Context: an optimization exercise on an open-source flow, tuned for small area. The choices shown serve that exercise and are no tape-out recipe.
In this exercise RTL edits were held to simulation tests only and were not proved equivalent to the original.

==> run Z: inputs <==
// distortion_correction
module distortion_correction #(
    parameter DATA_WIDTH = 16,
    parameter H_RES = 1280,
    parameter V_RES = 720
)(
    input clk,
    input rst_n,
    input [15:0] fx, fy,
    input [15:0] cx, cy,
    input [15:0] k1, k2, k3,
    input valid_params,
    input [DATA_WIDTH-1:0] vin_data,
    input vin_de, vin_vs, vin_hs,
    input [9:0] pixel_x, pixel_y,
    output reg [DATA_WIDTH-1:0] vout_data,
    output reg vout_de, vout_vs, vout_hs,
    input [15:0] ram_rd_data,
    output reg [19:0] ram_rd_addr,
    output reg ram_rd_en
);
export LEC_CHECK = 0
export CAP_MARGIN = 20
export CORE_MARGIN = 2
export CORE_UTILIZATION = 65
export CTS_BUF_LIST = sky130_fd_sc_hd__clkbuf_8
export SLEW_MARGIN = 20
export SYNTH_HIERARCHICAL = 1
export BUFFER_PORTS_ARGS = -buffer_cell sky130_fd_sc_hd__buf_1
create_clock -name core_clock -period 20.0 [get_ports {clk}]
standard.sh (not shown) runs the stock make flow with config.mk's settings and CLKGATE_MAP_FILE= SYNTH_SCRIPT=/design/flow/synth_recipe.tcl, a recipe that flattens the netlist after the stock synthesis.
==> flow/flow/run.sh <==
#!/bin/bash
# The standard layout (standard.sh: standard synthesis and ORFS flow), with one
# change: the port buffers that ORFS inserts at global placement use the smallest
# buffer cell (sky130_fd_sc_hd__buf_1) instead of the default choice.
set -e
echo 'export BUFFER_PORTS_ARGS = -buffer_cell sky130_fd_sc_hd__buf_1' >> config.mk
bash standard.sh > standard.log 2>&1
==> inputs of run K, as changes to run Z <==
--- a/flow/design.v
+++ b/flow/design.v
@@ -1114,19 +1114,18 @@
     wire [9:0] cxyo = usum[25:16];
     always @(posedge clk) begin
         if (s0) begin
             pxr <= pixel_x;
             pyr <= pixel_y;
         end
         if (s0 | s1) ra <= usum;
-        else if (s4 | s5) ra <= {6'd0, dnew};
-        if (s2) sa <= usum;
-        else if (s3) sa[7:0] <= usum[31:24];
+        else if (s4 | s5) ra[25:0] <= dnew;
+        if (s2) sa[31:10] <= usum[31:10];
         else if (s5) sa[31:12] <= {pixel_y, pixel_x};
-        else if (s6) sa[9:0] <= cxyo;
+        sa[9:0] <= s2 ? usum[9:0] : (s3 ? {2'b00, usum[31:24]} : cxyo);
     end
     reg de_d1, vs_d1, hs_d1;
     reg de_d2, vs_d2, hs_d2;
     reg de_d3, vs_d3, hs_d3;
     wire sel = valid_params && de_d3 && (sa[9:0] < V_RES);
     wire [9:0] ysel = sel ? sa[9:0] : sa[31:22];
     wire [9:0] xsel = sel ? cxyo : sa[21:12];
CELL_PAD_IN_SITES_DETAIL_PLACEMENT = 1   (was unset)
CELL_PAD_IN_SITES_GLOBAL_PLACEMENT = 1   (was unset)
CORE_UTILIZATION = 45   (was 65)
==> inputs of run X, as changes to run Z <==
--- a/flow/design.v
+++ b/flow/design.v
@@ -1114,19 +1114,18 @@
     wire [9:0] cxyo = usum[25:16];
     always @(posedge clk) begin
         if (s0) begin
             pxr <= pixel_x;
             pyr <= pixel_y;
         end
         if (s0 | s1) ra <= usum;
-        else if (s4 | s5) ra <= {6'd0, dnew};
-        if (s2) sa <= usum;
-        else if (s3) sa[7:0] <= usum[31:24];
+        else if (s4 | s5) ra[25:0] <= dnew;
+        if (s2) sa[31:10] <= usum[31:10];
         else if (s5) sa[31:12] <= {pixel_y, pixel_x};
-        else if (s6) sa[9:0] <= cxyo;
+        sa[9:0] <= s2 ? usum[9:0] : (s3 ? {2'b00, usum[31:24]} : cxyo);
     end
     reg de_d1, vs_d1, hs_d1;
     reg de_d2, vs_d2, hs_d2;
     reg de_d3, vs_d3, hs_d3;
     wire sel = valid_params && de_d3 && (sa[9:0] < V_RES);
     wire [9:0] ysel = sel ? sa[9:0] : sa[31:22];
     wire [9:0] xsel = sel ? cxyo : sa[21:12];
CAP_MARGIN = 10   (was 20)
CELL_PAD_IN_SITES_DETAIL_PLACEMENT = 1   (was unset)
CELL_PAD_IN_SITES_GLOBAL_PLACEMENT = 1   (was unset)
CORE_UTILIZATION = 45   (was 65)
SLEW_MARGIN = 10   (was 20)
==> qor summary <==
quantity                                                    run Z       run X       run K
Number of global-route vias before repair                   19300       19900       19800
Outcome                          no timing/DRC/antenna violations  no timing/DRC/antenna violations  no timing/DRC/antenna violations
Top achievable clock speed                             0.0567 GHz  0.0551 GHz  0.0557 GHz
Number of clock buffers in the layout                          18          19          17
Worst stage delay on the critical path                    0.71 ns     0.58 ns     0.59 ns
Detailed-router iteration count before antenna repair          17          11          14
Row Count                                                      64          76          76
Xor/xnor cell area share of the yosys netlist               5.73%       5.80%       5.80%
Post-Syn Instances                                           1832        1859        1859
Placeable core region                                  30400 um^2  43300 um^2  43300 um^2
M2 GR Usage                                                 68.7%       59.3%       59.2%
Critical Path RT                                         20.20 ns    20.24 ns    20.24 ns
R2R setup slack                                           2.37 ns     1.85 ns     2.05 ns
Number of tap cells inserted                                  396         585         585
Number of fill cells in the layout                           2328        4838        4853
Number of nets in the layout                                 2560        2592        2592

---

==> trial 96 <==
distortion_correction, a different RTL version from the one above (not shown whole).
make LEC_CHECK=0 CAP_MARGIN=20 CORE_MARGIN=2 CORE_UTILIZATION=55 SLEW_MARGIN=20 SYNTH_HIERARCHICAL=1 finish   # period 20.0 ns
run.sh (not shown) runs the stock make flow with config.mk's settings and CLKGATE_MAP_FILE= SYNTH_SCRIPT=/design/flow/synth_recipe.tcl, a recipe that flattens the netlist after the stock synthesis.
Stock flow here: none of the scripts above is used.
==> build 85: changes against trial 96 <==
==> flow/flow/run.sh (new file) <==
#!/bin/bash
# Standard layout, with the port buffers made from the smallest buffer cell.
set -e
cp standard.sh standard_sh.txt
cp config.mk config_orig.txt
echo 'export BUFFER_PORTS_ARGS = -buffer_cell sky130_fd_sc_hd__buf_1' >> config.mk
bash standard.sh > standard.log 2>&1
==> flow/standard.sh (new file) <==
#!/bin/bash
# synth_recipe.tcl (not shown) runs the flow's synth.tcl, then flattens the netlist and writes it again
# the make line also repeats each setting of config.mk as NAME=value (left out here)
make -C /OpenROAD-flow-scripts/flow DESIGN_CONFIG=/design/flow/config.mk WORK_HOME=/design/flow/orfs CLKGATE_MAP_FILE= SYNTH_SCRIPT=/design/flow/synth_recipe.tcl "${@:-finish}"
Settings changed: BUFFER_PORTS_ARGS from default to -buffer_cell sky130_fd_sc_hd__buf_1.
removed: flow/run.sh
==> run summary <==
Between trial 96 and build 85, the lower register-to-register slack is in trial 96 (gap 0.14 ns).
Against build 85, the first-iteration DRC count of trial 96 is smaller by 8.9%.
Between build 85 and trial 96, the lower non-clock buffer count is in trial 96 (gap 1).
Build 85 passed the timing, design-rule and antenna checks. Trial 96 finished clean.
Area after synthesis is the same in build 85 and trial 96.
Via count is about the same in trial 96 and build 85.
Cell count is about the same in build 85 and trial 96.
In trial 96 the critical path depth is higher than in build 85, by 1.
Global-route usage: build 85 is lower than trial 96 (0.38 points).

-- static timing again, ports no longer ideal --
In the flow no input, the clock included, has a driving cell. The finished layouts below were timed again as built, in two steps.
Step 1 sets driving cells, clkbuf_16 on the clock port and buf_2 on the other inputs (assumed; they add their load-dependent delay and slew).
Step 2 moves the port delays by t, midway between the first and last clock arrival at a register: inputs arrive t later, outputs are due t later. That takes back most of the time a late clock gives input paths.
Three values: ideal, step 1, step 2; two values: the first two.
run | shift t [ns] | slack for setup (ns) | clock arrival spread, ns | worst data-port slew with drivers (ns)
run Z | 0.487 | 2.375 / 2.375 / 2.375 | 0.016 / 0.016 | 0.04
run K | 0.503 | 2.053 / 2.053 / 2.053 | 0.021 / 0.020 | 0.07
run X | 0.509 | 1.847 / 1.847 / 1.847 | 0.022 / 0.022 | 0.07
trial 96 | 0.476 | 1.158 / 1.175 / 0.699 | 0.010 / 0.010 | 0.08
build 85 | 0.472 | 1.583 / 1.601 / 1.129 | 0.007 / 0.007 | 0.08
After both steps setup and hold are still met in every run listed. For trial 96, which loses most, drivers alone change the setup slack by +0.017 ns; drivers and shift together by -0.459 ns.
